What follows belongs to an exercise in optimizing a design on an open flow for small area and a short achievable clock period; a production flow would make more cautious choices.
Only simulation tests tie the RTL to the original design; equivalence was not proved.
Power is estimated from default activity; no workload was simulated.

[design/flow/config.mk]
export PLATFORM = sky130hd
export DESIGN_NAME = cordic_top
export DESIGN_NICKNAME = cordic_top
export VERILOG_FILES = /design/flow/design.v
export SDC_FILE = /design/flow/constraint.sdc
export NUM_CORES = 4
export LEC_CHECK = 0
export ABC_AREA = 1
export CAP_MARGIN = 20
export CORE_MARGIN = 2
export CORE_UTILIZATION = 45
export SETUP_SLACK_MARGIN = 1.4
export SLEW_MARGIN = 20
[design/flow/constraint.sdc]
create_clock -name core_clock -period 3.3 [get_ports {clk}]
set_input_delay 0.6600 -clock core_clock [delete_from_list [all_inputs] [get_ports {clk}]]
set_output_delay 0.6600 -clock core_clock [all_outputs]
set_load 0.01 [all_outputs]
[design/flow/design.v]
module CORDIC_pipelined (
    input clk,
    input logic signed[15:0] angle,
    output logic signed[15:0] sin, cos
);
logic [15:0] t_in;
logic [15:0] a_q;
assign t_in = a_q - 16'd1;
logic [14:0] u0_q;
logic d0_q;
logic [14:0] u1;
logic [14:0] u1_q;
logic [1:0] i1_q;    
logic [15:0] v0;
assign v0 = {1'b0, u0_q} - 16'd12867;
logic [14:0] f1;
assign f1 = v0[14:0] ^ {15{v0[15]}};
assign u1 = f1;
logic [6:0] lpos;
logic [5:0] q0;
logic [5:0] tg;
cordic_htab htab_i (.d(u1_q[14:7]), .q({lpos, q0, tg}));
logic [5:0] q0_q;
logic [5:0] tg_q;
logic c_q;
logic [6:0] lo_q, lp_q;
assign c_q = lo_q >= lp_q;
logic [1:0] iq_q;
logic [5:0] late;
assign late = {(q0_q[5] ^ (c_q & tg_q[5])), (q0_q[4] ^ (c_q & tg_q[4])), (q0_q[3] ^ (c_q & tg_q[3])), (q0_q[2] ^ (c_q & tg_q[2])), (q0_q[1] ^ (c_q & tg_q[1])), (q0_q[0] ^ (c_q & tg_q[0]))};
logic [7:0] x0_q, x1_q, x2_q;    
logic [31:0] rom_d;
logic [32:0] rc_q;
logic rn114, rn132, rn215, rn46, rn80, rn689, rn40, rn69, rn107, rn369, rn131, rn99, rn335, rn124, rn310, rn79, rn101, rn563, rn460, rn233, rn243, rn143, rn139, rn662, rn60, rn93, rn425, rn316, rn411, rn247, rn135, rn349, rn113, rn70, rn557, rn223, rn184, rn116, rn121, rn371, rn610, rn691, rn533, rn571, rn333, rn239, rn127, rn442, rn100, rn632, rn109, rn483, rn188, rn140, rn674, rn163, rn268, rn648, rn53, rn311, rn631, rn548, rn81, rn253, rn363, rn174, rn108, rn152, rn660, rn358, rn370, rn266, rn205, rn255, rn157, rn343, rn302, rn348, rn690, rn513, rn565, rn544, rn605, rn204, rn94, rn303, rn556, rn550, rn270, rn95, rn77, rn141, rn647, rn122, rn71, rn627, rn57, rn731, rn717, rn144, rn329, rn350, rn461, rn577, rn171, rn125, rn115, rn133, rn756, rn694, rn532, rn644, rn443, rn484, rn102, rn419, rn365, rn320, rn242, rn592, rn209, rn50, rn269, rn189, rn657, rn164, rn732, rn645, rn378, rn42, rn590, rn364, rn211, rn176, rn201, rn664, rn683, rn667, rn638, rn142, rn359, rn372, rn549, rn611, rn195, rn41, rn267, rn220, rn90, rn158, rn376, rn110, rn742, rn663, rn578, rn653, rn429, rn642, rn606, rn297, rn334, rn312, rn558, rn344, rn76, rn252, rn256, rn258, rn172, rn224, rn566, rn82, rn96, rn206, rn59, rn97, rn476, rn453, rn713, rn668, rn382, rn628, rn295, rn185, rn51, rn117, rn462, rn739, rn725, rn718, rn695, rn145, rn554, rn134, rn698, rn304, rn534, rn704, rn677, rn543, rn420, rn342, rn244, rn271, rn103, rn432, rn339, rn692, rn444, rn637, rn366, rn280, rn196, rn321, rn298, rn43, rn518, rn737, rn675, rn624, rn633, rn336, rn525, rn591, rn531, rn529, rn221, rn210, rn508, rn136, rn44, rn279, rn202, rn478, rn551, rn276, rn379, rn665, rn623, rn360, rn612, rn240, rn584, rn263, rn190, rn523, rn91, rn111, rn743, rn377, rn330, rn351, rn257, rn579, rn541, rn559, rn118, rn98, rn314, rn289, rn709, rn669, rn658, rn394, rn383, rn313, rn323, rn83, rn317, rn179, rn305, rn254, rn173, rn231, rn52, rn225, rn226, rn178, rn61, rn467, rn56, rn740, rn696, rn684, rn387, rn402, rn288, rn146, rn78, rn733, rn463, rn652, rn699, rn572, rn361, rn545, rn707, rn153, rn345, rn274, rn272, rn693, rn245, rn433, rn639, rn367, rn299, rn197, rn283, rn515, rn524, rn352, rn540, rn535, rn530, rn212, rn509, rn104, rn738, rn676, rn659, rn281, rn728, rn373, rn607, rn593, rn198, rn222, rn137, rn479, rn384, rn666, rn630, rn400, rn318, rn45, rn625, rn241, rn264, rn552, rn92, rn492, rn744, rn380, rn191, rn654, rn331, rn560, rn472, rn749, rn705, rn25, rn315, rn629, rn585, rn564, rn730, rn322, rn259, rn249, rn526, rn180, rn119, rn489, rn72, rn741, rn710, rn685, rn649, rn324, rn84, rn207, rn227, rn175, rn468, rn456, rn58, rn54, rn186, rn714, rn697, rn403, rn636, rn147, rn734, rn614, rn165, rn678, rn583, rn469, rn154, rn388, rn306, rn362, rn546, rn708, rn573, rn458, rn640, rn555, rn519, rn232, rn290, rn300, rn246, rn284, rn332, rn598, rn661, rn353, rn516, rn374, rn542, rn536, rn213, rn510, rn138, rn480, rn719, rn385, rn670, rn392, rn47, rn681, rn587, rn199, rn105, rn454, rn390, rn671, rn646, rn265, rn567, rn427, rn192, rn346, rn260, rn561, rn490, rn473, rn706, rn414, rn319, rn325, rn126, rn85, rn580, rn527, rn228, rn120, rn445, rn62, rn55, rn745, rn726, rn296, rn250, rn73, rn604, rn177, rn208, rn410, rn187, rn615, rn166, rn679, rn650, rn39, rn586, rn753, rn470, rn711, rn368, rn155, rn389, rn620, rn574, rn48, rn459, rn398, rn520, rn234, rn408, rn375, rn307, rn291, rn285, rn337, rn354, rn273, rn621, rn599, rn547, rn159, rn720, rn406, rn248, rn634, rn537, rn481, rn455, rn386, rn396, rn200, rn106, rn148, rn588, rn347, rn514, rn501, rn715, rn415, rn128, rn568, rn229, rn485, rn446, rn63, rn434, rn428, rn301, rn282, rn123, rn86, rn754, rn735, rn261, rn562, rn491, rn326, rn167, rn686, rn608, rn181, rn214, rn412, rn193, rn700, rn528, rn727, rn24, rn395, rn680, rn651, rn616, rn712, rn500, rn596, rn471, rn391, rn156, rn477, rn450, rn464, rn399, rn641, rn575, rn49, rn409, rn381, rn292, rn672, rn521, rn401, rn393, rn338, rn355, rn203, rn112, rn622, rn251, rn286, rn635, rn275, rn435, rn407, rn397, rn626, rn553, rn160, rn421, rn517, rn505, rn235, rn457, rn424, rn497, rn486, rn439, rn64, rn589, rn600, rn581, rn569, rn493, rn416, rn327, rn129, rn168, rn609, rn182, rn701, rn538, rn506, rn447, rn430, rn423, rn755, rn746, rn413, rn417, rn216, rn729, rn617, rn723, rn502, rn404, rn597, rn474, rn74, rn23, rn308, rn482, rn451, rn465, rn262, rn87, rn356, rn422, rn293, rn287, rn426, rn22, rn340, rn277, rn643, rn161, rn511, rn26, rn236, rn673, rn576, rn436, rn19, rn21, rn716, rn721, rn65, rn594, rn570, rn522, rn494, rn418, rn130, rn438, rn498, rn487, rn440, rn747, rn38, rn169, rn613, rn183, rn217, rn682, rn10, rn507, rn736, rn405, rn655, rn448, rn618, rn503, rn601, rn309, rn466, rn341, rn75, rn431, rn722, rn278, rn294, rn582, rn724, rn539, rn18, rn237, rn149, rn17, rn441, rn66, rn595, rn495, rn162, rn37, rn512, rn499, rn488, rn750, rn748, rn35, rn602, rn230, rn194, rn687, rn656, rn619, rn20, rn449, rn328, rn67, rn357, rn475, rn437, rn150, rn88, rn170, rn504, rn496, rn28, rn751, rn603, rn12, rn238, rn218, rn702, rn688, rn33, rn452, rn68, rn13, rn36, rn16, rn27, rn151, rn89, rn752, rn219, rn14, rn11, rn703, rn15, rn30, rn31, rn32, rn29, rn34;
assign rn132 = ~x2_q[2];
assign rn69 = ~(x2_q[2] | x2_q[1]);
assign rn131 = ~(x2_q[1] & x2_q[0]);
assign rn99 = ~(x2_q[1] | x2_q[0]);
assign rn124 = ~(x2_q[2] & x2_q[1]);
assign rn101 = x2_q[3] | ~x2_q[2];
assign rn460 = x2_q[2] | ~x2_q[1];
assign rn143 = x2_q[2] & ~x2_q[1];
assign rn139 = x2_q[0] & ~x2_q[2];
assign rn662 = x2_q[1] | ~x2_q[0];
assign rn60 = x2_q[0] & ~x2_q[1];
assign rn93 = x2_q[1] & ~x2_q[0];
assign rn425 = x2_q[0] | ~x2_q[2];
assign rn135 = x2_q[2] | x2_q[1];
assign rn70 = x2_q[0] | x2_q[3];
assign rn223 = x2_q[1] & x2_q[0];
assign rn116 = x2_q[0] & x2_q[3];
assign rn109 = x2_q[2] & ~rn131;
assign rn266 = x2_q[3] & ~rn460;
assign rn343 = x2_q[2] & ~rn662;
assign rn513 = rn132 & ~rn60;
assign rn303 = rn60 | rn93;
assign rn141 = rn132 & ~rn223;
assign rn647 = rn425 | x2_q[1];
assign rn644 = x2_q[3] ? rn132 : rn135;
assign rn114 = ~rc_q[4];
assign rn215 = ~rc_q[6];
assign rn46 = ~rc_q[5];
assign rn80 = ~rc_q[3];
assign rn689 = ~rc_q[0];
assign rn40 = ~rc_q[7];
assign rn107 = ~(rc_q[4] | rc_q[3]);
assign rn369 = ~(rc_q[2] | rc_q[3]);
assign rn335 = ~(rc_q[4] & rc_q[5]);
assign rn310 = ~(rc_q[0] | rc_q[3]);
assign rn79 = ~(rc_q[2] | rc_q[0]);
assign rn563 = rc_q[1] & ~rc_q[3];
assign rn233 = rc_q[4] & ~rc_q[5];
assign rn243 = rc_q[3] & ~rc_q[1];
assign rn316 = rc_q[4] | ~rc_q[3];
assign rn411 = rc_q[0] & ~rc_q[5];
assign rn247 = rc_q[4] | rc_q[5];
assign rn349 = rc_q[2] & rc_q[3];
assign rn113 = rc_q[2] & rc_q[0];
assign rn557 = ~rc_q[8];
assign rn184 = ~rn79;
assign rn121 = rc_q[1] | rc_q[3];
assign rn371 = ~rn563;
assign rn610 = ~rn243;
assign rn691 = ~rc_q[27];
assign rn533 = ~rn233;
assign rn571 = ~rc_q[22];
assign rn333 = rc_q[1] ? rc_q[2] : rc_q[0];
assign rn239 = ~rn349;
assign rn127 = ~rn247;
assign rn442 = ~(rn369 & rc_q[14]);
assign rn100 = ~(rc_q[8] & rc_q[4]);
assign rn632 = ~(rn107 & rc_q[13]);
assign rn483 = rn689 & ~rc_q[26];
assign rn188 = ~(rc_q[19] & rn80);
assign rn140 = ~(rc_q[27] & rn80);
assign rn674 = rn80 & ~rc_q[12];
assign rn163 = rc_q[3] & ~rc_q[8];
assign rn268 = ~(rc_q[13] & rn80);
assign rn648 = rc_q[9] & ~rc_q[8];
assign rn53 = rn114 & ~rn310;
assign rn311 = rc_q[4] & ~rn310;
assign rn631 = rc_q[12] | rn114;
assign rn548 = ~(rc_q[18] | rn247);
assign rn81 = rn79 | rn80;
assign rn253 = ~rn442;
assign rn363 = rn369 | rc_q[4];
assign rn174 = rn369 | rn114;
assign rn108 = rn107 | rc_q[5];
assign rn152 = ~(rc_q[27] | rn121);
assign rn660 = rc_q[12] | rn46;
assign rn358 = rn114 & ~rn563;
assign rn370 = rn369 | ~rn233;
assign rn205 = rc_q[22] | ~rc_q[13];
assign rn255 = rc_q[3] & ~rc_q[24];
assign rn157 = rc_q[24] & ~rc_q[23];
assign rn302 = rc_q[19] & ~rc_q[27];
assign rn348 = rn310 & ~rc_q[22];
assign rn690 = rc_q[18] & ~rn310;
assign rn565 = rn114 & ~rn243;
assign rn544 = rc_q[25] | rn114;
assign rn605 = rc_q[27] | rn80;
assign rn204 = rc_q[3] & ~rn113;
assign rn94 = rc_q[23] | rc_q[3];
assign rn556 = rc_q[16] & ~rn310;
assign rn550 = rn113 | ~rc_q[1];
assign rn270 = rn243 | rn114;
assign rn95 = rc_q[25] | rc_q[9];
assign rn77 = ~rn674;
assign rn122 = rn121 & ~rc_q[5];
assign rn71 = rc_q[12] & ~rc_q[32];
assign rn627 = rn349 & ~rc_q[8];
assign rn57 = rn80 & ~rc_q[16];
assign rn731 = rc_q[28] | ~rn233;
assign rn717 = rc_q[2] & ~rc_q[10];
assign rn144 = rc_q[22] & ~rc_q[28];
assign rn329 = rn349 | rc_q[4];
assign rn350 = rn243 | rn349;
assign rn461 = rn316 | rc_q[10];
assign rn577 = rn247 | rn80;
assign rn171 = rc_q[28] | rn114;
assign rn125 = rc_q[32] | rc_q[26];
assign rn115 = rn113 | rn114;
assign rn133 = rc_q[9] ? rc_q[0] : rc_q[14];
assign rn756 = rc_q[26] ? rc_q[0] : rn310;
assign rn694 = rc_q[28] & rc_q[26];
assign rn532 = rn333 & ~rn80;
assign rn443 = rn114 & ~rn442;
assign rn484 = ~(rn483 | rn316);
assign rn102 = rc_q[18] & ~rn100;
assign rn419 = rn127 & ~rn442;
assign rn365 = ~(rn268 & rn114);
assign rn320 = ~(rn205 & rn691);
assign rn242 = rc_q[16] & ~rn188;
assign rn592 = rn127 & ~rn140;
assign rn209 = rn674 & ~rn333;
assign rn50 = rn239 & ~rn163;
assign rn269 = rc_q[0] & ~rn268;
assign rn189 = rn188 | ~rc_q[26];
assign rn657 = rn571 & ~rn188;
assign rn164 = rn163 & ~rc_q[15];
assign rn732 = rn127 & ~rc_q[15];
assign rn645 = rc_q[18] & ~rn631;
assign rn378 = rn371 & ~rn631;
assign rn42 = rc_q[15] | rc_q[3];
assign rn590 = rn81 & ~rn533;
assign rn364 = rn363 & ~rc_q[5];
assign rn211 = ~(rn95 & rc_q[3]);
assign rn176 = rc_q[14] & ~rn81;
assign rn201 = rc_q[15] | rc_q[4];
assign rn664 = ~(rn157 & rn204);
assign rn683 = rn121 & ~rn174;
assign rn667 = rn268 | rc_q[10];
assign rn638 = ~(rn363 | rn627);
assign rn142 = ~(rn140 & rc_q[11]);
assign rn359 = rn358 & ~rc_q[9];
assign rn372 = rn371 & ~rn370;
assign rn549 = rn548 | rc_q[6];
assign rn611 = rn610 & ~rn370;
assign rn195 = rc_q[9] & ~rn157;
assign rn41 = rn205 & ~rc_q[32];
assign rn267 = rc_q[21] & ~rc_q[0];
assign rn220 = rn163 & ~rn205;
assign rn90 = rc_q[3] & ~rn205;
assign rn158 = rn80 & ~rn157;
assign rn376 = rn46 & ~rc_q[21];
assign rn110 = rn108 | rc_q[15];
assign rn742 = rn302 & ~rc_q[3];
assign rn663 = rn46 & ~rn157;
assign rn578 = ~(rn550 | rn577);
assign rn653 = ~(rn577 | rc_q[15]);
assign rn429 = ~(rn577 | rc_q[13]);
assign rn642 = ~(rn329 & rc_q[5]);
assign rn606 = rn544 | ~rn605;
assign rn297 = rn114 & ~rn204;
assign rn334 = rn94 & ~rn333;
assign rn312 = rc_q[29] | rn483;
assign rn558 = rn557 & ~rn556;
assign rn344 = rc_q[29] | rn114;
assign rn76 = rc_q[2] & ~rc_q[31];
assign rn252 = rc_q[21] | rc_q[4];
assign rn256 = rn255 | rn114;
assign rn258 = rn690 | rn205;
assign rn172 = rc_q[30] | rc_q[29];
assign rn224 = rn205 | rc_q[10];
assign rn566 = rn565 | rc_q[5];
assign rn82 = rn648 | ~rc_q[20];
assign rn96 = rn95 & ~rn94;
assign rn206 = rn204 & ~rn205;
assign rn59 = rn690 | rn483;
assign rn97 = rc_q[4] & ~rn627;
assign rn476 = rc_q[13] & ~rn94;
assign rn453 = rn348 | rc_q[4];
assign rn713 = rn557 & ~rn605;
assign rn668 = rc_q[21] | rn114;
assign rn382 = rc_q[3] & ~rc_q[11];
assign rn628 = rn114 & ~rn627;
assign rn295 = rn80 & ~rc_q[11];
assign rn185 = rn184 & ~rn94;
assign rn51 = rc_q[15] | rc_q[11];
assign rn117 = rn71 | rc_q[28];
assign rn462 = rc_q[13] & ~rn461;
assign rn739 = rn605 | rc_q[23];
assign rn725 = rc_q[31] | rc_q[3];
assign rn718 = rn717 | rn363;
assign rn695 = rn694 | ~rn53;
assign rn145 = rn144 | rn114;
assign rn554 = rn255 | rn329;
assign rn134 = rn133 | rn80;
assign rn698 = rn411 & rn329;
assign rn304 = rn80 ? rc_q[31] : rn302;
assign rn534 = rn532 | rn533;
assign rn704 = rn80 ? rc_q[11] : rn157;
assign rn677 = rc_q[3] ? rn95 : rn550;
assign rn543 = rc_q[17] & ~rc_q[21];
assign rn420 = ~(rn419 & rc_q[7]);
assign rn342 = ~(rn50 & rn188);
assign rn244 = ~(rn242 | rn243);
assign rn271 = ~(rn270 | rn269);
assign rn103 = rc_q[5] & ~rn102;
assign rn432 = rn102 & ~rn46;
assign rn339 = rn215 & ~rn419;
assign rn692 = ~(rn320 & rc_q[4]);
assign rn444 = rn443 | rc_q[5];
assign rn637 = ~(rn42 & rc_q[4]);
assign rn366 = rn365 | rn40;
assign rn280 = rc_q[3] & ~rn320;
assign rn196 = ~(rn195 | rc_q[25]);
assign rn321 = rn107 & ~rn320;
assign rn298 = ~(rn195 | rn188);
assign rn43 = ~(rn41 | rn42);
assign rn518 = rc_q[4] & ~rn657;
assign rn737 = rc_q[4] & ~rn50;
assign rn675 = rn610 & ~rn209;
assign rn624 = rc_q[5] & ~rn645;
assign rn633 = rn632 & ~rn378;
assign rn336 = ~(rn334 | rn335);
assign rn525 = rn242 | rc_q[4];
assign rn591 = rn590 & ~rn209;
assign rn531 = ~(rn82 & rn80);
assign rn529 = rc_q[16] & ~rn211;
assign rn221 = ~(rn220 | rn96);
assign rn210 = rn209 | rn114;
assign rn508 = rn50 & ~rn201;
assign rn136 = rc_q[16] & ~rn42;
assign rn44 = rn201 & ~rn107;
assign rn279 = ~(rn269 | rn256);
assign rn202 = rn201 & ~rn108;
assign rn478 = rn42 | rc_q[8];
assign rn551 = rn364 & rn550;
assign rn276 = rc_q[6] & ~rn653;
assign rn379 = rn378 | rc_q[7];
assign rn665 = rn664 & rn358;
assign rn623 = rn359 | rn215;
assign rn360 = rn359 | rn46;
assign rn612 = rn611 | rc_q[7];
assign rn240 = rn195 | rc_q[25];
assign rn584 = rn41 | rn114;
assign rn263 = rn220 | rc_q[4];
assign rn190 = rn90 | rn114;
assign rn523 = rn220 | rn114;
assign rn91 = rn90 | rc_q[4];
assign rn111 = rn110 | rn102;
assign rn743 = rn742 | rn694;
assign rn377 = rn365 | rn376;
assign rn330 = rn329 & ~rn297;
assign rn351 = rn350 & ~rn312;
assign rn257 = rn184 & ~rn256;
assign rn579 = rn578 | rn215;
assign rn541 = rc_q[32] & ~rn224;
assign rn559 = rn211 & ~rn558;
assign rn118 = rn82 & ~rn80;
assign rn98 = rn96 | ~rn97;
assign rn314 = rn172 & ~rn80;
assign rn289 = rn258 & ~rn114;
assign rn709 = rn97 & ~rn302;
assign rn669 = rn667 & ~rn668;
assign rn658 = rn657 | ~rn97;
assign rn394 = rc_q[5] & ~rn628;
assign rn383 = rn127 & ~rn382;
assign rn313 = rn311 & ~rn312;
assign rn323 = rn125 & ~rn256;
assign rn83 = rn82 & ~rn81;
assign rn317 = rn312 | rn316;
assign rn179 = rn312 | rc_q[4];
assign rn305 = rn76 | rn195;
assign rn254 = rn252 | rn253;
assign rn173 = rn171 | rn172;
assign rn231 = rn312 | rn77;
assign rn52 = rn50 | ~rn51;
assign rn225 = rn224 & rn107;
assign rn226 = rn51 & ~rn316;
assign rn178 = rn172 | rc_q[3];
assign rn61 = rn59 | rc_q[25];
assign rn467 = rn97 & rn121;
assign rn56 = rn713 | rn114;
assign rn740 = rn739 & ~rn657;
assign rn696 = rn258 & ~rn695;
assign rn684 = rc_q[3] & ~rn51;
assign rn387 = rn382 | rc_q[5];
assign rn402 = rn46 & ~rn51;
assign rn288 = rn71 | rn252;
assign rn146 = rn142 & ~rn145;
assign rn78 = rn76 | rn77;
assign rn733 = rn732 & ~rn725;
assign rn463 = rn462 | rc_q[5];
assign rn652 = rn533 | rn51;
assign rn699 = rn698 | rn429;
assign rn572 = rn571 & ~rn304;
assign rn361 = rc_q[4] & ~rn543;
assign rn545 = rn543 & ~rn544;
assign rn707 = rc_q[3] ? rn689 : rn172;
assign rn153 = ~(rn280 | rn255);
assign rn345 = rn342 & ~rn344;
assign rn274 = rn233 & ~rn244;
assign rn272 = rn271 & ~rn267;
assign rn693 = rn59 & ~rn692;
assign rn245 = rn244 & ~rc_q[10];
assign rn433 = rn432 | rc_q[6];
assign rn639 = rn637 & ~rn638;
assign rn367 = rn364 & ~rn366;
assign rn299 = rn125 & ~rn298;
assign rn197 = rc_q[3] & ~rn196;
assign rn283 = rn196 | rc_q[3];
assign rn515 = ~(rn263 | rn483);
assign rn524 = ~(rn523 | rn298);
assign rn352 = ~(rn351 | rn348);
assign rn540 = rn525 & ~rn358;
assign rn535 = rn531 & ~rn534;
assign rn530 = rn127 & ~rn529;
assign rn212 = rn211 & ~rn210;
assign rn509 = rn508 & ~rn444;
assign rn104 = ~(rn103 & rn98);
assign rn738 = rn737 | rc_q[5];
assign rn676 = rn675 | rc_q[4];
assign rn659 = ~(rn658 & rn252);
assign rn281 = rn279 & ~rn280;
assign rn728 = rn518 & ~rn529;
assign rn373 = rn633 | rn46;
assign rn607 = rn478 & ~rn606;
assign rn593 = rn592 | rn591;
assign rn198 = ~(rn231 & rc_q[4]);
assign rn222 = rn221 | rn114;
assign rn137 = rn136 | rc_q[4];
assign rn479 = rn267 | rn44;
assign rn384 = rc_q[21] & ~rn379;
assign rn666 = rc_q[5] & ~rn665;
assign rn630 = ~(rn247 & rn387);
assign rn400 = rn624 & rc_q[17];
assign rn318 = ~(rn317 & rn46);
assign rn45 = rn43 | rn44;
assign rn625 = rn624 & ~rn623;
assign rn241 = rn239 & ~rn240;
assign rn264 = rn189 & ~rn263;
assign rn552 = rn551 | rn549;
assign rn92 = rn91 | ~rn59;
assign rn492 = rn111 & ~rn370;
assign rn744 = rn743 & ~rn335;
assign rn380 = rn377 & ~rn379;
assign rn191 = rn189 & ~rn190;
assign rn654 = ~(rn276 & rn652);
assign rn331 = rc_q[5] & ~rn330;
assign rn560 = rc_q[4] & ~rn559;
assign rn472 = rn233 & ~rn118;
assign rn749 = rn518 & ~rn314;
assign rn705 = rn289 & ~rn704;
assign rn25 = rn383 & ~rc_q[6];
assign rn315 = rn313 & ~rn314;
assign rn629 = rc_q[6] & ~rn394;
assign rn585 = rn584 | rn558;
assign rn564 = rn190 | rn563;
assign rn730 = rn240 | rc_q[3];
assign rn322 = rn317 & ~rn321;
assign rn259 = rn257 & rn258;
assign rn249 = rn46 & ~rn173;
assign rn526 = rn52 & ~rn525;
assign rn180 = rn178 & ~rn179;
assign rn119 = rn117 | rn118;
assign rn489 = rn61 & ~rn91;
assign rn72 = rn118 | rn114;
assign rn741 = rn114 & ~rn740;
assign rn710 = rn709 | rn46;
assign rn685 = rn683 & ~rn684;
assign rn649 = rn118 | rn363;
assign rn324 = rn323 | rn46;
assign rn84 = rn78 & ~rn83;
assign rn207 = rn461 & rn179;
assign rn227 = rn225 | rn226;
assign rn175 = rn173 & rn174;
assign rn468 = rn467 | rn46;
assign rn456 = rn226 | rn46;
assign rn58 = rn56 | rn57;
assign rn54 = rn52 & rn53;
assign rn186 = rn226 | rn201;
assign rn714 = rn56 | rn80;
assign rn697 = rn696 | rn46;
assign rn403 = rn402 | rc_q[6];
assign rn636 = rn253 | rn387;
assign rn147 = rn146 | rn46;
assign rn734 = rn733 | rc_q[6];
assign rn614 = rc_q[4] ? rn304 : rn351;
assign rn165 = rn361 | ~rn637;
assign rn678 = rn544 & ~rn361;
assign rn583 = ~(rn153 & rn42);
assign rn469 = rn80 ? rn550 : rn305;
assign rn154 = ~(rn153 | rn113);
assign rn388 = rn387 ? rn127 : rc_q[4];
assign rn306 = rn305 ^ rn80;
assign rn362 = rn360 | rn361;
assign rn546 = rn545 | rn46;
assign rn708 = rn707 | rc_q[4];
assign rn573 = rn153 & ~rn572;
assign rn458 = rn153 & ~rn756;
assign rn640 = rc_q[5] & ~rn639;
assign rn555 = rn299 & ~rn554;
assign rn519 = rn518 & ~rn197;
assign rn232 = rn231 & ~rn197;
assign rn290 = rn289 & ~rn197;
assign rn300 = rn299 & rn297;
assign rn246 = ~(rn245 | rn241);
assign rn284 = rn283 & ~rn270;
assign rn332 = ~(rn331 & rn283);
assign rn598 = rn233 & ~rn352;
assign rn661 = rn659 & ~rn660;
assign rn353 = rn352 & ~rn107;
assign rn516 = rn515 | rn46;
assign rn374 = rn373 & ~rn372;
assign rn542 = rn541 | rn540;
assign rn536 = rn535 | rn215;
assign rn213 = rn212 | rn46;
assign rn510 = rn509 | rc_q[6];
assign rn138 = rn134 & ~rn137;
assign rn480 = rn478 & ~rn479;
assign rn719 = rn664 & ~rn198;
assign rn385 = rn384 & ~rn247;
assign rn670 = rn666 & ~rn669;
assign rn392 = rc_q[3] & ~rn373;
assign rn47 = rn46 & ~rn45;
assign rn681 = rn90 & rn676;
assign rn587 = rn241 & ~rn525;
assign rn199 = rn197 | rn198;
assign rn105 = rn92 & ~rn104;
assign rn454 = ~(rn58 | rn41);
assign rn390 = rn630 | rn394;
assign rn671 = rn666 | rn329;
assign rn646 = rn400 | rc_q[6];
assign rn265 = rn264 | rn46;
assign rn567 = rn564 & ~rn566;
assign rn427 = rn730 & ~rn731;
assign rn192 = rn191 | rn46;
assign rn346 = rn322 & ~rn345;
assign rn260 = rn254 & ~rn259;
assign rn561 = rn560 | rn46;
assign rn490 = rn98 & ~rn489;
assign rn473 = rn472 | rc_q[6];
assign rn706 = rn705 | rc_q[5];
assign rn414 = rn46 & ~rn685;
assign rn319 = rn318 | rn315;
assign rn325 = rn322 & ~rn324;
assign rn126 = rn125 & ~rn119;
assign rn85 = rc_q[4] & ~rn84;
assign rn580 = rn579 | rn249;
assign rn527 = rn526 | rn46;
assign rn228 = rn222 & ~rn227;
assign rn120 = rn119 | rn115;
assign rn445 = rn72 | rn57;
assign rn62 = rn61 & ~rn58;
assign rn55 = rc_q[5] & ~rn54;
assign rn745 = rn744 | rn741;
assign rn726 = rn725 & ~rn186;
assign rn296 = rn72 | rn295;
assign rn250 = rn249 | rc_q[6];
assign rn73 = rn71 | rn72;
assign rn604 = ~(rn583 & rn114);
assign rn177 = rn176 | rn175;
assign rn208 = rn206 | rn207;
assign rn410 = rn697 | rn693;
assign rn187 = rn185 | rn186;
assign rn615 = rn46 & ~rn614;
assign rn166 = rn165 & ~rn164;
assign rn679 = rn677 & ~rn678;
assign rn650 = rn165 & ~rn349;
assign rn39 = rn629 ^ rc_q[7];
assign rn586 = rn583 & ~rn585;
assign rn753 = rn114 & ~rn469;
assign rn470 = rn469 & ~rn257;
assign rn711 = rn708 & ~rn710;
assign rn368 = rn362 & ~rn367;
assign rn155 = rn154 | rn114;
assign rn389 = rn388 | rc_q[6];
assign rn620 = rn362 | rn215;
assign rn574 = rn127 & ~rn573;
assign rn48 = rn233 & ~rn458;
assign rn459 = rn458 | rn114;
assign rn398 = rn636 & ~rn640;
assign rn520 = rn364 & ~rn519;
assign rn234 = rn233 & ~rn232;
assign rn408 = ~(rn670 | rn663);
assign rn375 = ~(rn374 & rc_q[7]);
assign rn307 = rc_q[4] ? rn304 : rn306;
assign rn291 = rn288 & ~rn290;
assign rn285 = rn202 & ~rn284;
assign rn337 = rn332 & ~rn336;
assign rn354 = rn46 & ~rn353;
assign rn273 = ~(rn272 | rn265);
assign rn621 = rn374 & ~rn549;
assign rn599 = rn598 | rn40;
assign rn547 = rn542 & ~rn546;
assign rn159 = rn138 & ~rn158;
assign rn720 = rn718 & ~rn719;
assign rn406 = rn661 | rn630;
assign rn248 = rn246 | rn247;
assign rn634 = rn215 & ~rn392;
assign rn537 = rn536 | rn530;
assign rn481 = rn480 | rn46;
assign rn455 = rn453 & ~rn454;
assign rn386 = rn385 | rn215;
assign rn396 = rn642 | rn392;
assign rn200 = rn199 | ~rn140;
assign rn106 = rc_q[6] & ~rn105;
assign rn148 = rn147 | rn138;
assign rn588 = rn587 | rn46;
assign rn347 = rc_q[5] & ~rn346;
assign rn514 = rn199 | rc_q[30];
assign rn501 = rn105 | rc_q[6];
assign rn715 = rn706 & ~rn714;
assign rn415 = rn414 & ~rn384;
assign rn128 = rn127 & ~rn126;
assign rn568 = rn567 | rn215;
assign rn229 = rc_q[5] & ~rn228;
assign rn485 = rn120 & ~rn484;
assign rn446 = rn445 & ~rn444;
assign rn63 = rn62 | ~rn55;
assign rn434 = rn738 & ~rn745;
assign rn428 = rn427 | rn215;
assign rn301 = rn296 & ~rn300;
assign rn282 = rn281 | rn265;
assign rn123 = rn120 | ~rn122;
assign rn86 = rn55 & ~rn85;
assign rn754 = rn445 & ~rc_q[5];
assign rn735 = rn734 | rn427;
assign rn261 = rn260 | rn46;
assign rn562 = rn561 | rn555;
assign rn491 = rn490 | rn46;
assign rn326 = rn325 | rn215;
assign rn167 = ~(rn166 | rn108);
assign rn686 = rn414 | rc_q[6];
assign rn608 = rn604 & ~rn607;
assign rn181 = rn177 & ~rn180;
assign rn214 = rn208 & ~rn213;
assign rn412 = rn410 & ~rn411;
assign rn193 = rn187 & ~rn192;
assign rn700 = rn410 & ~rn699;
assign rn528 = rn527 | rn524;
assign rn727 = rn726 | rn46;
assign rn24 = rn215 ? rn383 : rn385;
assign rn395 = ~(rn389 | rn394);
assign rn680 = rn676 & ~rn679;
assign rn651 = rn649 & ~rn650;
assign rn616 = rn615 | rn40;
assign rn712 = rn706 & ~rn711;
assign rn500 = rn444 | rn166;
assign rn596 = rn207 | rn753;
assign rn471 = rn470 | rn468;
assign rn391 = rn390 & ~rn389;
assign rn156 = rn155 | rn152;
assign rn477 = rn155 | rn476;
assign rn450 = rn48 | ~rn276;
assign rn464 = rn459 & ~rn463;
assign rn399 = rn215 & ~rn398;
assign rn641 = rn247 & ~rn398;
assign rn575 = rn574 | rc_q[6];
assign rn49 = rn47 | rn48;
assign rn409 = rn215 & ~rn408;
assign rn381 = rn375 & ~rn380;
assign rn292 = rc_q[5] & ~rn291;
assign rn672 = rn671 & ~rn408;
assign rn521 = rn520 | rc_q[6];
assign rn401 = ~(rn386 | rn400);
assign rn393 = ~(rn386 | rn392);
assign rn338 = rn307 | rc_q[5];
assign rn355 = rc_q[6] & ~rn354;
assign rn203 = ~(rn202 & rn200);
assign rn112 = ~(rn111 & rn106);
assign rn622 = rn620 & ~rn621;
assign rn251 = rn248 & ~rn250;
assign rn286 = rn285 | rn215;
assign rn635 = rn390 & ~rn634;
assign rn275 = rn274 | rn273;
assign rn435 = ~(rn433 | rn434);
assign rn407 = rn406 & ~rn386;
assign rn397 = rn396 & ~rn386;
assign rn626 = rn625 | rn621;
assign rn553 = rn552 | rn547;
assign rn160 = rn159 | rn46;
assign rn421 = rn720 | rn46;
assign rn517 = rn514 & ~rn516;
assign rn505 = ~(rn181 | rn108);
assign rn235 = ~(rn234 | rn214);
assign rn457 = rn456 | rn455;
assign rn424 = ~(rn749 | rn727);
assign rn497 = rn122 & ~rn485;
assign rn486 = rn376 & ~rn485;
assign rn439 = rn339 & ~rn434;
assign rn64 = rn63 & ~rc_q[6];
assign rn589 = rn588 | rn586;
assign rn600 = rn599 | rn347;
assign rn581 = rn261 & ~rn580;
assign rn569 = rn562 & ~rn568;
assign rn493 = rn491 & ~rn492;
assign rn416 = rn415 | rn215;
assign rn327 = rn319 & ~rn326;
assign rn129 = rn128 | rc_q[6];
assign rn168 = rn106 & ~rn167;
assign rn609 = rc_q[5] & ~rn608;
assign rn182 = rn46 & ~rn181;
assign rn701 = rc_q[6] & ~rn700;
assign rn538 = rn528 & ~rn537;
assign rn506 = rn229 | rn215;
assign rn447 = rn446 | rc_q[6];
assign rn430 = rn428 | rn429;
assign rn423 = ~(rn715 | rn712);
assign rn755 = rn754 | rn215;
assign rn746 = rn434 | rn215;
assign rn413 = rn412 | rc_q[6];
assign rn417 = rc_q[5] & ~rn680;
assign rn216 = rn214 | rn215;
assign rn729 = rn728 | rn727;
assign rn617 = rn337 & ~rn616;
assign rn723 = rn339 & ~rn712;
assign rn502 = rn500 & ~rn501;
assign rn404 = rn651 | rn46;
assign rn597 = rn46 & ~rn596;
assign rn474 = rn471 & ~rn473;
assign rn74 = rn467 | ~rn596;
assign rn23 = rn391 | ~rn386;
assign rn308 = rc_q[5] ? rn301 : rn307;
assign rn482 = rn477 & ~rn481;
assign rn451 = rn63 & ~rn450;
assign rn465 = rn464 | rn215;
assign rn262 = ~(rn261 & rn251);
assign rn87 = rn86 | rn49;
assign rn356 = rn355 & ~rn347;
assign rn422 = ~(rn420 & rn421);
assign rn293 = rn251 & ~rn292;
assign rn287 = rn282 & ~rn286;
assign rn426 = ~(rn424 & rc_q[19]);
assign rn22 = rn395 | rn393;
assign rn340 = rn338 & rn339;
assign rn277 = rn276 & ~rn275;
assign rn643 = rc_q[6] ? rn641 : rn396;
assign rn161 = rn156 & ~rn160;
assign rn511 = rn235 & ~rn510;
assign rn26 = rn215 ? rn368 : rn381;
assign rn236 = rn235 & ~rn215;
assign rn673 = rn215 ? rn406 : rn672;
assign rn576 = rn575 | rn275;
assign rn436 = rn435 | rc_q[7];
assign rn19 = rn409 | rn407;
assign rn21 = rn399 | rn397;
assign rn716 = ~(rn423 & rn339);
assign rn721 = rn421 | rn215;
assign rn65 = rn64 & ~rn49;
assign rn594 = rn589 & ~rn593;
assign rn570 = rn553 & ~rn569;
assign rn522 = rn521 | rn517;
assign rn494 = rn215 & ~rn493;
assign rn418 = ~(rn416 | rn417);
assign rn130 = rn129 | ~rn123;
assign rn438 = rn428 | rn424;
assign rn498 = rn497 | rn215;
assign rn487 = rn486 | rn215;
assign rn440 = rn439 | rn40;
assign rn747 = rn746 & ~rc_q[7];
assign rn38 = rn635 ^ rc_q[7];
assign rn169 = rn168 | rn40;
assign rn613 = rn612 | rn609;
assign rn183 = rn182 | rc_q[6];
assign rn217 = rn203 & ~rn216;
assign rn682 = rn417 & ~rn681;
assign rn10 = rc_q[7] ? rn622 : rn626;
assign rn507 = rn506 | rn505;
assign rn736 = rn729 & ~rn735;
assign rn405 = rn404 & ~rn403;
assign rn655 = rn404 & ~rn654;
assign rn448 = rn74 & ~rn46;
assign rn618 = rn617 | rn215;
assign rn503 = rn502 | rn40;
assign rn601 = rn600 | rn597;
assign rn309 = rn308 | rc_q[6];
assign rn466 = rn457 & ~rn465;
assign rn341 = ~(rn340 & rn337);
assign rn75 = rc_q[5] ? rn74 : rn73;
assign rn431 = rn426 & ~rn430;
assign rn722 = ~(rn721 & rn716);
assign rn278 = rn262 & ~rn277;
assign rn294 = rn293 | rn287;
assign rn582 = rn576 & ~rn581;
assign rn724 = rn721 & ~rn723;
assign rn539 = rn522 & ~rn538;
assign rn18 = rn413 & ~rn418;
assign rn237 = rn236 | rn40;
assign rn149 = rn148 & ~rn130;
assign rn17 = rn386 ? rn422 : rn423;
assign rn441 = rn438 & ~rn440;
assign rn66 = rn65 | rn40;
assign rn595 = rn594 | rc_q[7];
assign rn495 = rn494 | rc_q[7];
assign rn162 = rn161 | rn130;
assign rn37 = rn643 ^ rn40;
assign rn512 = rn507 & ~rn511;
assign rn499 = rn498 | rn161;
assign rn488 = rn487 | rn482;
assign rn750 = rn736 & ~rn424;
assign rn748 = rn747 & ~rn736;
assign rn35 = rn673 ^ rn40;
assign rn602 = ~(rn601 & rn215);
assign rn230 = rn229 | rn183;
assign rn194 = rn193 | rn183;
assign rn687 = rn686 | rn682;
assign rn656 = rn646 & ~rn655;
assign rn619 = rn613 & ~rn618;
assign rn20 = rn405 | rn401;
assign rn449 = rn447 | rn448;
assign rn328 = rn309 & ~rn327;
assign rn67 = rn755 | rn448;
assign rn357 = rn341 & ~rn356;
assign rn475 = rn474 | rn466;
assign rn437 = rn436 | rn431;
assign rn150 = rn112 & ~rn149;
assign rn88 = rc_q[6] ? rn75 : rn87;
assign rn170 = rn162 & ~rn169;
assign rn504 = rn499 & ~rn503;
assign rn496 = rn488 & ~rn495;
assign rn28 = rc_q[7] ? rn278 : rn294;
assign rn751 = rn746 & ~rn750;
assign rn603 = rn595 & ~rn602;
assign rn12 = rn40 ? rn570 : rn582;
assign rn238 = rn230 & ~rn237;
assign rn218 = rn194 & ~rn217;
assign rn702 = rn687 & ~rn701;
assign rn688 = rn417 & ~rn687;
assign rn33 = rc_q[7] ? rn722 : rn724;
assign rn452 = rn449 & ~rn451;
assign rn68 = rn67 & ~rn66;
assign rn13 = rc_q[7] ? rn512 : rn539;
assign rn36 = rn656 ^ rc_q[7];
assign rn16 = rn437 & ~rn441;
assign rn27 = rn40 ? rn328 : rn357;
assign rn151 = rn40 & ~rn150;
assign rn89 = rn40 & ~rn88;
assign rn752 = rc_q[7] & ~rn751;
assign rn219 = rn40 & ~rn218;
assign rn14 = rn504 | rn496;
assign rn11 = rn619 | rn603;
assign rn703 = rn702 ^ rn40;
assign rn15 = rc_q[7] ? rn452 : rn475;
assign rn30 = rn170 | rn151;
assign rn31 = rn89 | rn68;
assign rn32 = rn752 | rn748;
assign rn29 = rn238 | rn219;
assign rn34 = rn703 | rn688;
assign rom_d = {rn40, rn40, rn39, rn38, rn37, rn36, rn35, rn34, rn33, rn32, rn31, rn30, rn29, rn28, rn27, rn26, rn25, rn24, rn23, rn22, rn21, rn20, rn19, rn18, rn17, rn16, rn15, rn14, rn13, rn12, rn11, rn10};
always_ff @(posedge clk) begin
    a_q <= angle;
    u0_q <= t_in[14:0] ^ {15{t_in[15]}};
    d0_q <= ~t_in[15];
    u1_q <= u1;
    i1_q <= {d0_q, v0[15]};
    q0_q <= q0;
    tg_q <= tg;
    lo_q <= u1_q[6:0];
    lp_q <= lpos;
    iq_q <= i1_q;
    x0_q <= {iq_q, late};
    x1_q <= x0_q;
    x2_q <= x1_q;
    rc_q[0] <= x2_q[0];
    rc_q[1] <= x2_q[1];
    rc_q[2] <= x2_q[2];
    rc_q[3] <= x2_q[3];
    rc_q[4] <= x2_q[4];
    rc_q[5] <= x2_q[5];
    rc_q[6] <= x2_q[6];
    rc_q[7] <= x2_q[7];
    rc_q[8] <= rn99;
    rc_q[9] <= rn132;
    rc_q[10] <= rn223;
    rc_q[11] <= rn141;
    rc_q[12] <= rn69;
    rc_q[13] <= rn460;
    rc_q[14] <= rn131;
    rc_q[15] <= rn109;
    rc_q[16] <= rn135;
    rc_q[17] <= rn644;
    rc_q[18] <= rn101;
    rc_q[19] <= rn425;
    rc_q[20] <= rn647;
    rc_q[21] <= rn266;
    rc_q[22] <= rn143;
    rc_q[23] <= rn93;
    rc_q[24] <= rn662;
    rc_q[25] <= rn60;
    rc_q[26] <= rn124;
    rc_q[27] <= rn139;
    rc_q[28] <= rn116;
    rc_q[29] <= rn343;
    rc_q[30] <= rn513;
    rc_q[31] <= rn303;
    rc_q[32] <= rn70;
    {sin, cos} <= rom_d;
end
endmodule
module cordic_htab(d, q);
  input [7:0] d;
  wire [7:0] d;
  output [18:0] q;
  wire [18:0] q;
  wire _0_;
  wire _10_;
  wire _11_;
  wire _12_;
  wire _13_;
  wire _14_;
  wire _15_;
  wire _16_;
  wire _17_;
  wire _18_;
  wire _19_;
  wire _1_;
  wire _20_;
  wire _21_;
  wire _22_;
  wire _23_;
  wire _24_;
  wire _25_;
  wire _26_;
  wire _27_;
  wire _28_;
  wire _29_;
  wire _2_;
  wire _30_;
  wire _31_;
  wire _32_;
  wire _33_;
  wire _34_;
  wire _35_;
  wire _36_;
  wire _37_;
  wire _38_;
  wire _39_;
  wire _3_;
  wire _40_;
  wire _41_;
  wire _42_;
  wire _43_;
  wire _44_;
  wire _45_;
  wire _46_;
  wire _47_;
  wire _48_;
  wire _49_;
  wire _4_;
  wire _50_;
  wire _51_;
  wire _52_;
  wire _53_;
  wire _54_;
  wire _55_;
  wire _56_;
  wire _57_;
  wire _58_;
  wire _59_;
  wire _5_;
  wire _60_;
  wire _61_;
  wire _62_;
  wire _63_;
  wire _64_;
  wire _65_;
  wire _66_;
  wire _67_;
  wire _68_;
  wire _69_;
  wire _6_;
  wire _70_;
  wire _71_;
  wire _72_;
  wire _73_;
  wire _74_;
  wire _7_;
  wire _8_;
  wire _9_;
  assign _23_ = ~d[5];
  assign _22_ = ~_47_;
  assign q[0] = _25_ | _28_;
  assign _21_ = _30_ & ~(_23_);
  assign q[11] = _34_ & ~(_21_);
  assign _20_ = q[11] & _29_;
  assign _19_ = _20_ | _24_;
  assign _18_ = d[6] & d[5];
  assign _17_ = _18_ & ~(_47_);
  assign _16_ = _17_ | d[7];
  assign _15_ = d[1] & ~(_16_);
  assign q[6] = _15_ ^ _19_;
  assign q[1] = q[0] & ~(q[6]);
  assign _14_ = ~(_42_ | _46_);
  assign _13_ = ~(_14_ & q[1]);
  assign q[4] = _22_ & ~(_13_);
  assign q[5] = q[4] & ~(_23_);
  assign q[18] = _24_ & ~(q[5]);
  assign _12_ = _21_ | _37_;
  assign q[16] = q[18] & ~(_12_);
  assign _11_ = d[2] & ~(d[1]);
  assign _10_ = ~(_11_ | _47_);
  assign _9_ = _28_ & ~(_10_);
  assign _8_ = _9_ | ~(_13_);
  assign _7_ = _47_ & ~(_23_);
  assign _6_ = _8_ & ~(_7_);
  assign q[15] = _37_ ? d[5] : _6_;
  assign _5_ = d[3] & ~(_41_);
  assign _4_ = _5_ | d[4];
  assign _3_ = ~(_5_ | _40_);
  assign _2_ = _11_ & ~(_47_);
  assign _1_ = ~(_2_ | _3_);
  assign _0_ = ~(_1_ | d[1]);
  assign _74_ = _22_ & ~(_0_);
  assign _73_ = _4_ & ~(_74_);
  assign _72_ = _28_ & ~(_73_);
  assign _71_ = ~(_34_ | _42_);
  assign _70_ = ~(_71_ | _29_);
  assign _69_ = ~(_70_ & _1_);
  assign _68_ = d[4] & ~(_40_);
  assign _67_ = _68_ | _38_;
  assign _66_ = _69_ & ~(_67_);
  assign q[14] = _66_ | _72_;
  assign _65_ = _70_ ^ _1_;
  assign q[13] = q[0] & ~(_65_);
  assign _64_ = _23_ & ~(_47_);
  assign _63_ = _14_ & ~(_64_);
  assign q[12] = q[1] & ~(_63_);
  assign _62_ = ~(d[6] & d[1]);
  assign _61_ = _62_ & ~(d[2]);
  assign _60_ = _61_ | _16_;
  assign _59_ = _60_ | ~(_13_);
  assign _58_ = _22_ & ~(_59_);
  assign _57_ = _58_ | _23_;
  assign _56_ = _64_ & ~(_59_);
  assign _55_ = _56_ | d[7];
  assign q[10] = _57_ & ~(_55_);
  assign _54_ = _59_ | ~(d[3]);
  assign _53_ = d[4] | d[7];
  assign _52_ = _54_ & ~(_53_);
  assign q[9] = _52_ | _58_;
  assign _51_ = ~(d[3] | d[7]);
  assign q[8] = _59_ ? _51_ : d[3];
  assign _50_ = q[1] & ~(_14_);
  assign _49_ = _42_ & ~(q[11]);
  assign _48_ = ~(_49_ | _59_);
  assign q[7] = _48_ | _50_;
  assign q[3] = d[3] & ~(_13_);
  assign q[2] = ~_13_;
  assign _47_ = ~(d[3] & d[4]);
  assign _46_ = ~(d[2] | d[1]);
  assign _45_ = _46_ | _47_;
  assign _44_ = d[0] | d[7];
  assign _43_ = d[6] & ~(_44_);
  assign _42_ = d[2] & d[1];
  assign _41_ = d[5] & ~(_42_);
  assign _40_ = _41_ & ~(d[3]);
  assign _39_ = _40_ & ~(d[4]);
  assign _38_ = _39_ | ~(_43_);
  assign _37_ = _45_ & ~(_38_);
  assign _36_ = _37_ & ~(d[5]);
  assign _35_ = ~(d[0] | d[5]);
  assign _34_ = ~(d[6] | d[7]);
  assign _33_ = d[0] ^ d[5];
  assign _32_ = ~(d[2] | d[0]);
  assign _31_ = _32_ | _45_;
  assign _30_ = d[2] & ~(_47_);
  assign _29_ = _33_ ? _31_ : _30_;
  assign _28_ = _34_ & ~(_29_);
  assign _27_ = _28_ & ~(_35_);
  assign q[17] = _27_ | _36_;
  assign _26_ = d[5] & ~(_45_);
  assign _25_ = _43_ & ~(_26_);
  assign _24_ = _25_ | _27_;
endmodule
module cordic_top (
    input  logic clk,
    input  logic signed[15:0] angle,
    output logic signed[15:0] sin, cos
);
    CORDIC_pipelined dut_basic(
        .clk(clk),
        .angle(angle),
        .sin(sin),
        .cos(cos)
    );
endmodule
[design/flow/run.sh]
#!/bin/bash
# synth_recipe.tcl (not shown) runs the flow's synth.tcl, then flattens the netlist and writes it again
# the make line also repeats each setting of config.mk as NAME=value (left out here)
make -C /OpenROAD-flow-scripts/flow DESIGN_CONFIG=/design/flow/config.mk WORK_HOME=/design/flow/orfs CLKGATE_MAP_FILE= SYNTH_SCRIPT=/design/flow/synth_recipe.tcl finish
==> results of run 1 <==
## flip-flops by register name (all words and copies together), names as in the netlist
signal,flops
dut_basic.u0_q,15
dut_basic.x2_q,8
dut_basic.i1_q,2
dut_basic.lo_q,7
dut_basic.x1_q,8
dut_basic.cos,16
dut_basic.d0_q,1
dut_basic.tg_q,6
dut_basic.x0_q,8
dut_basic.q0_q,6
dut_basic.sin,15
dut_basic.lp_q,7
dut_basic.a_q,16
dut_basic.iq_q,2
dut_basic.rc_q,33
dut_basic.u1_q,15
## routing by layer
layer	GRT usage, %	up-vias	share of wire [%]
li1	-	3538	-
met1	35.22	3470	38
met3	6.861	152	8.4
met2	47.77	437	46
met5	0	-	0
met4	20.60	0	8.4
## power by group
part	switching, uW	leakage [uW]	total [uW]	internal [uW]
sequential	616	0.00139	3380	2760
combinational	4090	0.00281	6060	1970
clock	871	0.000296	2060	1190
## layout make-up
type / count / share of cell area (%)
Clock buffer: 20 / 4.735
Clock inverter: 12 / 1.609
Inverter: 117 / 4.670
Multi-Input combinational cell: 730 / 43.72
Sequential cell: 165 / 34.61
Tap cell: 225 / 2.919
Timing Repair Buffer: 77 / 7.732
## synthesized netlist by cell type (2+ instances only)
| master | n | share of area [%] |
|---|---|---|
| ha_1 | 20 | 3.2 |
| o21bai_1 | 3 | 0.29 |
| buf_1 | 7 | 0.34 |
| nor4_1 | 3 | 0.24 |
| a211oi_1 | 2 | 0.19 |
| a21oi_1 | 39 | 2.5 |
| xor2_1 | 42 | 4.7 |
| xnor2_1 | 12 | 1.3 |
| a22o_1 | 2 | 0.22 |
| o211ai_1 | 21 | 2.0 |
| o22ai_1 | 5 | 0.40 |
| o31ai_1 | 4 | 0.38 |
| a31oi_1 | 13 | 1.0 |
| inv_1 | 114 | 5.5 |
| nand3_2 | 2 | 0.26 |
| o2111ai_1 | 2 | 0.22 |
| o311ai_0 | 2 | 0.22 |
| nand3_1 | 65 | 4.1 |
| nand2_2 | 5 | 0.40 |
| nand2_1 | 249 | 12 |
| inv_2 | 2 | 0.096 |
| clkbuf_1 | 13 | 0.62 |
| nor2_1 | 87 | 4.2 |
| buf_2 | 12 | 0.77 |
| o21ai_1 | 6 | 0.38 |
| nor3_1 | 20 | 1.3 |
| a21boi_0 | 2 | 0.19 |
| nand4_1 | 10 | 0.80 |
| o21ai_0 | 87 | 5.6 |
| xor2_2 | 7 | 1.5 |
| buf_4 | 2 | 0.19 |
| dfxtp_1 | 165 | 42 |
| nor2_2 | 7 | 0.56 |
## cells in the final DEF (no fill, tap or decap), types with 5 or more instances in the layout
cell type | Yosys | final
nand2_1 | 249 | 232
dfxtp_1 | 165 | 149
inv_1 | 114 | 108
o21ai_0 | 87 | 75
nor2_1 | 87 | 70
nand3_1 | 65 | 61
xor2_1 | 42 | 42
a21oi_1 | 39 | 37
dlygate4sd2_1 | 0 | 32
o211ai_1 | 21 | 21
buf_4 | 2 | 21
ha_1 | 20 | 19
clkbuf_16 | 0 | 19
nand2_2 | 5 | 18
nor2_2 | 7 | 16
clkdlybuf4s50_1 | 0 | 16
nor3_1 | 20 | 14
xnor2_1 | 12 | 12
o21ai_1 | 6 | 12
a31oi_1 | 13 | 12
nand4_1 | 10 | 10
dfxtp_2 | 0 | 10
nor2_4 | 1 | 9
xor2_2 | 7 | 7
o21ai_2 | 1 | 6
dfxtp_4 | 0 | 6
inv_2 | 2 | 5
nor3_2 | 0 | 5
inv_6 | 0 | 5
## logic make-up (layout without fill, tap and decap cells)
group           count (synthesis)  after routing
fa+ha+maj                      20             20
simple gates                  454            454
compound gates                195            195
xor+xnor                       61             61
flops                         165            165
buf+inv                       154            226
## repair_timing
item                       4_1_cts  5_1_grt
setup endpoints to repair       69       58
pin swaps                        1       19
setup buffers                    2       16
resized for setup               71       88
cloned                           0        2
## worst min path at each step
stage	slack (ns)	depth (start not counted)	start	end
finish	0.32	0	dut_basic.x1_q[7]	dut_basic.x2_q[7]
global route	0.33	0	dut_basic.x1_q[7]	dut_basic.x2_q[7]
floorplan	0.31	0	dut_basic.d0_q	dut_basic.i1_q[1]
CTS	0.33	0	dut_basic.x1_q[6]	dut_basic.x2_q[6]
detailed placement	0.31	0	dut_basic.x1_q[6]	dut_basic.x2_q[6]
global placement	0.31	0	dut_basic.x1_q[6]	dut_basic.x2_q[6]
## stage by stage
step                instance area, um2  utilization [%]  power (uW)  cells  hold slack (ns)
floorplan                         7844                -        6503   1049           0.3096
global placement                  8496            49.46        8712   1294           0.3095
detailed placement                8496            49.46        8563   1294           0.3121
CTS                               9176            53.42       10650   1328           0.3269
global route                      9644            56.15       12170   1346           0.3288
finish                            9644            56.15       11490   1346           0.3231
==> metrics.md, run 1 <==
| Metric | Value |
|---|---|
| Setup_tns | 0 ns |
| # rows | 48 |
| Nets | 1,145 |
| Yosys warns | 1 |
| Vias in the first global route | 7,124 |
| Setup WS post-layout | 1.391 ns |
| Worst slew margin | 58.74% |
| Global-route wire length before repair | 40,650 um |
| Post-synth ARST share | 0% |
| Max-Cap Viols | 0 |
| Arr. time, crit path | 2.30 ns |
| Ys flop type | dfxtp_1 |
| ANT cells | 0 |
| Critical R2R Capture | dut_basic.cos[5] |
| Fin crit share | 57.85% |
| Register area | 3338 um2 |
| Minimum clock period | 1.909 ns |
| Syn avg cell area | 7.477 um2 |
| Iter 0 DRT Violations | 831 |
| CTS Sinks | 165 |
| Hold Fails Final Rpt | 0 |
| Final WL | 26,930 um |
| Dpl hpwl | 19,670 um |
| H-tree levels | 4 |
| Worst skew pair latency | 0.44 ns |
| Via/cell ratio | 5.644 |
| Post-synthesis compound-gate area fraction | 14.50% |
| Setup crit end | dut_basic.cos[5] |
| CP max stage delay | 0.42 ns |
| Fill cell count | 1,704 |
| CTS tree | done |
| Area added between synthesis and finish | 22.95% |
| CP endpoint kind | flip-flop |
| Post-Synth XOR/XNOR Area | 7.481% |
| Main combinational cell family by area after synthesis | simple AND/OR/NAND/NOR gates |
| DR vias | 7,597 |
| Initial antenna violation count | 0 |
| Die width | 136.0 um |
| Crit path launch type | flip-flop |
| Final GP Congestion | 1.098 |
| First-pass detailed-route iteration total | 8 |
| Area of the multi-input gates | 4217 um2 |
| Layout cells sized above 1 | 14.90% |
| CTS hold repair buffers | 0 |
| CTS Root Cell | clkbuf_16 |
| DRC Markers | 0 |
| Peak VDD IR | 0.4855 mV |
| Multiplexer share of the synthesized area | 0% |
| CTS max path bufs | 2 |
| Worst slew pin tran | 0.6190 ns |
| Starting density of the core | 45.67% |
| Die H | 136.0 um |
| Final max-slew violation count | 0 |
| HP Class | reg -> reg |
| Flop-to-flop setup slack | 1.39 ns |
| WP buf/inv | 1 |
| #FFs+latches synth | 165 |
| Core box area | 17,180 um2 |
| Clk_skew | 0.01531 ns |
| CTS Buf Count | 17 |
| I/O pin count | 49 |
| Avg WL per Cell | 20.01 um |
| CP Launch Point | dut_basic.rc_q[3] |
| Synth Area in Adders | 3.190% |
| Final setup violation count | 0 |
| Synth Instances | 1,049 |
| R2r startpoint | dut_basic.rc_q[3] |
| Crit Path Class | reg -> reg |
| Simple-Gate Fraction of Synth Area | 24.69% |
| Pre-CTS WS | 1.101 ns |
| Post-synth EDFFs | 0 |
| Leak pwr | 0.004491 uW |
| Status | timing/DRC/antenna clean |
| PwrDens | 1192 nW/um2 |
| Slowest-stage cell, CP | dfxtp_4 |
| Worst Reg-to-Reg Cells | 8 |
| Grt total ovfl | 0 |
| Antenna viol nets, final | 0 |
| Synth Net Count | 1,086 |
| Largest net degree at the start of global routing | 45 |
| Crit. path cell count | 8 |
| Max Clk Rate | 0.5238 GHz |
| Delay-heaviest family, CP | compound AO/OA/AOI/OAI gates |
| Crit Path Max Fanout | 8 |
| Port Buffers | 48 |
| Worst-path cell chain | buf_12, nand2_1, o21ai_1, o21bai_1, o21ai_0, a21oi_1, o211ai_1, nand2_1 |
| Worst-path clk slew | 0.08 ns |
| Total die area | 18,500 um2 |
| CP Data Required Time | 3.69 ns |
| Total track usage | 29.77% |
| Post-synthesis cell area | 7844 um2 |
| Synth cell types | 50 |
| RSZ-0062 raised after global routing | true |
| Seq/Total Area, Yosys | 42.11% |
| Worst path most repeated cell | nand2_1 |
==> run 2: changes to the inputs <==
==> design/flow/flow/run.sh (new file) <==
#!/bin/bash
# The standard layout (standard.sh: the standard flow's synthesis and ORFS flow, unchanged), except
# that the port buffers ORFS puts on every input and output are plain buffers
# (sky130_fd_sc_hd__buf_2) instead of the delay buffer buffer_ports picks by default.
set -euo pipefail
export BUFFER_PORTS_ARGS="-buffer_cell sky130_fd_sc_hd__buf_2"
bash standard.sh > standard.log 2>&1
==> design/flow/standard.sh (new file) <==
#!/bin/bash
# synth_recipe.tcl (not shown) runs the flow's synth.tcl, then flattens the netlist and writes it again
# the make line also repeats each setting of config.mk as NAME=value (left out here)
make -C /OpenROAD-flow-scripts/flow DESIGN_CONFIG=/design/flow/config.mk WORK_HOME=/design/flow/orfs CLKGATE_MAP_FILE= SYNTH_SCRIPT=/design/flow/synth_recipe.tcl "${@:-finish}"
--- a/design/flow/config.mk
+++ b/design/flow/config.mk
@@ -9,5 +9,6 @@
 export CAP_MARGIN = 20
 export CORE_MARGIN = 2
 export CORE_UTILIZATION = 45
-export SETUP_SLACK_MARGIN = 1.4
+export CTS_BUF_LIST = sky130_fd_sc_hd__clkbuf_8
+export SETUP_SLACK_MARGIN = 1.3
 export SLEW_MARGIN = 20
removed: design/flow/run.sh
==> run 2 against run 1 <==
  * Still clean
  * Synthesized cell count is the same
  * Power decreased by 8.1%
  * Combinational power shrank 4.1%
  * Design area shrank 6.3%
  * Clock power is 29% lower
  * Fmax down 4.5%
  * Flip-flop and latch count is the same
  * Critical path type unchanged
  * Critical endpoint is now dut_basic.cos[2]
==> metrics.md, run 2 <==
| Metric | Value |
|---|---|
| Status | timing/DRC/antenna clean (unchanged) |
| Antenna viol nets, final | 0 (unchanged) |
| HP Class | in -> reg (was reg -> reg) |
| Final setup violation count | 0 (unchanged) |
| Hold Fails Final Rpt | 0 (unchanged) |
| Final GP Congestion | 1.081 (was 1.098) |
| Max Clk Rate | 0.5003 GHz (was 0.5238 GHz) |
| CTS max path bufs | 2 (unchanged) |
| PwrDens | 1169 nW/um2 (was 1192 nW/um2) |
| Die H | 136.0 um (unchanged) |
| CTS Buf Count | 17 (unchanged) |
| Largest net degree at the start of global routing | 40 (was 45) |
| Yosys warns | 1 (unchanged) |
| Starting density of the core | 45.67% (unchanged) |
| Post-synth EDFFs | 0 (unchanged) |
| Register area | 3323 um2 (was 3338 um2) |
| Synth top cells by count | 249 x nand2_1, 165 x dfxtp_1, 114 x inv_1 (unchanged) |
| Ys flop type | dfxtp_1 (unchanged) |
| Crit path launch type | flip-flop (unchanged) |
| Area added between synthesis and finish | 15.22% (was 22.95%) |
| Max-Cap Viols | 0 (unchanged) |
| Vias in the first global route | 7,323 (was 7,124) |
| Die width | 136.0 um (unchanged) |
| Syn avg cell area | 7.477 um2 (unchanged) |
| Core box area | 17,180 um2 (unchanged) |
| Switching power | 5351 uW (was 5574 uW) |
| Final WL | 26,860 um (was 26,930 um) |
| Worst-path cell chain | buf_8, inv_4, buf_6, or2_4, nand2_1, nor3_2, o21ai_1, a211oi_1, o21ai_0 (was buf_12, nand2_1, o21ai_1, o21bai_1, o21ai_0, a21oi_1, o211ai_1, nand2_1) |
| First-pass detailed-route iteration total | 6 (was 8) |
| CTS tree | done (unchanged) |
| Area of the multi-input gates | 4104 um2 (was 4217 um2) |
| WP buf/inv | 3 (was 1) |
| Global-route wire length before repair | 41,010 um (was 40,650 um) |
| Iter 0 DRT Violations | 731 (was 831) |
| Port Buffers | 48 (unchanged) |
| Count leader, synth | nand2_1 (unchanged) |
| Synth top area cells | dfxtp_1 42%, nand2_1 12%, o21ai_0 5.6%, inv_1 5.5%, xor2_1 4.7% (unchanged) |
| #FFs+latches synth | 165 (unchanged) |
| Fin crit share | 60.57% (was 57.85%) |
| Reg power frac | 31.1% (was 29.4%) |
| Flop-to-flop setup slack | 1.30 ns (was 1.39 ns) |
| Nets | 1,145 (unchanged) |
| H-tree levels | 4 (unchanged) |
| Worst slew pin tran | 0.8012 ns (was 0.6190 ns) |
| Crit Path Max Fanout | 14 (was 8) |
| Synth Net Count | 1,086 (unchanged) |
| Slowest-stage cell, CP | dfxtp_2 (was dfxtp_4) |
| RSZ-0062 raised after global routing | true (unchanged) |
| Internal Power | 5214 uW (was 5919 uW) |
| Setup WS post-layout | 1.301 ns (was 1.391 ns) |
| Total die area | 18,500 um2 (unchanged) |
| DRC Markers | 0 (unchanged) |
| I/O pin count | 49 (unchanged) |
| Max reg flops | 33 (unchanged) |
| CP endpoint kind | flip-flop (unchanged) |
| Minimum clock period | 1.999 ns (was 1.909 ns) |
| Delay-heaviest family, CP | compound AO/OA/AOI/OAI gates (unchanged) |
| Synth Instances | 1,049 (unchanged) |
| Synth cell types | 50 (unchanged) |
| Via/cell ratio | 5.601 (was 5.644) |
| Commonest non-fill, non-tap cell in the layout | nand2_1 (unchanged) |
| Post-synthesis cell area | 7844 um2 (unchanged) |
| Worst slew margin | 46.02% (was 58.74%) |
| Pre-CTS WS | 0.9610 ns (was 1.101 ns) |
| Most frequent cells in the layout | 237 x nand2_1, 155 x dfxtp_1, 112 x inv_1 (was 232 x nand2_1, 149 x dfxtp_1, 108 x inv_1) |
| Synth top area share | 42.11% (unchanged) |
| CP Data Required Time | 3.64 ns (was 3.69 ns) |
| Clk_skew | 0.02031 ns (was 0.01531 ns) |
| Clock power frac | 13.9% (was 17.9%) |
| Seq/Total Area, Yosys | 42.11% (unchanged) |
| CP max stage delay | 0.36 ns (was 0.42 ns) |
| Grt total ovfl | 0 (unchanged) |
| CTS Sinks | 165 (unchanged) |
| Dpl hpwl | 20,560 um (was 19,670 um) |
| Crit Path Class | reg -> reg (unchanged) |
| Cell taking the most area after synthesis | dfxtp_1 (unchanged) |
| Setup_tns | 0 ns (unchanged) |
| Layout cells sized above 1 | 17.13% (was 14.90%) |
| Biggest register | dut_basic.rc_q (unchanged) |
| Peak VDD IR | 0.4385 mV (was 0.4855 mV) |
| CTS hold repair buffers | 0 (unchanged) |
| Arr. time, crit path | 2.34 ns (was 2.30 ns) |
| DR vias | 7,545 (was 7,597) |
| Fill cell count | 1,749 (was 1,704) |
| Switching share of power | 50.65% (was 48.50%) |
| Final max-slew violation count | 0 (unchanged) |
| # rows | 48 (unchanged) |
| Leak pwr | 0.004311 uW (was 0.004491 uW) |
| Final core occ | 52.62% (was 56.15%) |
| Comb power frac | 55.0% (was 52.7%) |
| Worst-path clk slew | 0.10 ns (was 0.08 ns) |
| Initial antenna violation count | 0 (unchanged) |
| Post-synth ARST share | 0% (unchanged) |
| Total track usage | 30.10% (was 29.77%) |
| Worst skew pair latency | 0.47 ns (was 0.44 ns) |
| Avg WL per Cell | 19.94 um (was 20.01 um) |
| CTS Root Cell | clkbuf_8 (was clkbuf_16) |
## run 2: final cells by class
class                      count  share of cell area [%]
multi-input combinational    731                   45.41
tap                          225                   3.115
inverter                     117                   4.929
sequential                   165                   36.77
timing repair buffer          76                   5.427
clock buffer                  17                   2.589
antenna                        1                 0.02769
clock inverter                15                   1.731
## run 2: cell families after synthesis
logic type	after synthesis	synth area share [%]
xor gates and xnor gates	61	7.481
and+or+nand+nor	454	24.69
DFF	165	42.11
AOI/OAI and AO/OA	195	14.50
adders and majority gates	20	3.190
buffers and inverters	154	8.024
## run 2: repair_timing
item | in CTS | in global routing
cloned | 0 | 1
setup endpoints to repair | 32 | 47
gates resized for setup | 22 | 66
setup buffers | 0 | 11
pin swaps | 0 | 10
hold endpoints to repair | 0 | 0
## run 2: routing by layer
metal	vias to the layer above	global-route usage [%]	wire (um)
li1	3542	-	-
met1	3415	33.50	9992
met2	428	48.77	12370
met3	160	7.122	1973
met4	0	24.88	2524
met5	-	0	0
## run 2: worst register-to-register path, cell delays in order (launching register included)
cell,delay (ns)
dfxtp_2,0.36
buf_8,0.16
inv_4,0.16
buf_6,0.18
or2_4,0.18
nand2_1,0.09
nor3_2,0.21
o21ai_1,0.16
a211oi_1,0.22
o21ai_0,0.15
## run 2: per-stage QoR
stage               cells  total power [uW]  hold slack (ns)  cell area, um2
global route         1346             11220           0.2578            9035
detailed placement   1302              8457           0.3121            8303
CTS                  1334             10020           0.2556            8737
global placement     1302              8579           0.3098            8303
finish               1347             10560           0.2871            9037
floorplan            1049              6503           0.3096            7844
## run 2: power by group through the flow
| stage | clock, uW | sequential [uW] | combinational, uW |
|---|---|---|---|
| after CTS | 1510 | 3250 | 5250 |
| final | 1470 | 3290 | 5810 |
| after floorplan | 0 | 3130 | 3370 |
| after detailed placement | 0 | 3290 | 5170 |
| after global routing | 1580 | 3350 | 6290 |
| after global placement | 0 | 3290 | 5290 |
## run 2: path summary, 6_finish.rpt
| check | start | to | cells after the start |
|---|---|---|---|
| worst max-delay path | dut_basic.rc_q[3] | dut_basic.cos[2] | 9 |
| worst min-delay path | angle[2] | dut_basic.a_q[2] | 1 |
| worst max register to register | dut_basic.rc_q[3] | dut_basic.cos[2] | 9 |
| worst min register to register | dut_basic.x1_q[7] | dut_basic.x2_q[7] | 0 |

-- separate check: timing with driven ports --
In the flow no input, the clock included, has a driving cell. The finished layouts below were timed again as built, in two steps. Step 1 assumes that a clkbuf_16 drives the clock port and a buf_2 every other input. Step 2 also shifts input and output timing later by t, the mid clock arrival at the registers, as if the neighbouring blocks saw the same clock. Slacks: ideal ports / drivers / drivers and shift; pairs: ideal ports / drivers.
run	t (ns)	setup WS [ns]	hold WS [ns]	worst register clock-pin slew, ns
run 1	0.473	1.391 / 1.391 / 1.391	0.323 / 0.323 / 0.323	0.08 / 0.08
run 2	0.501	1.301 / 1.301 / 1.301	0.287 / 0.266 / 0.331	0.10 / 0.10
After both steps setup and hold are still met in every run listed.
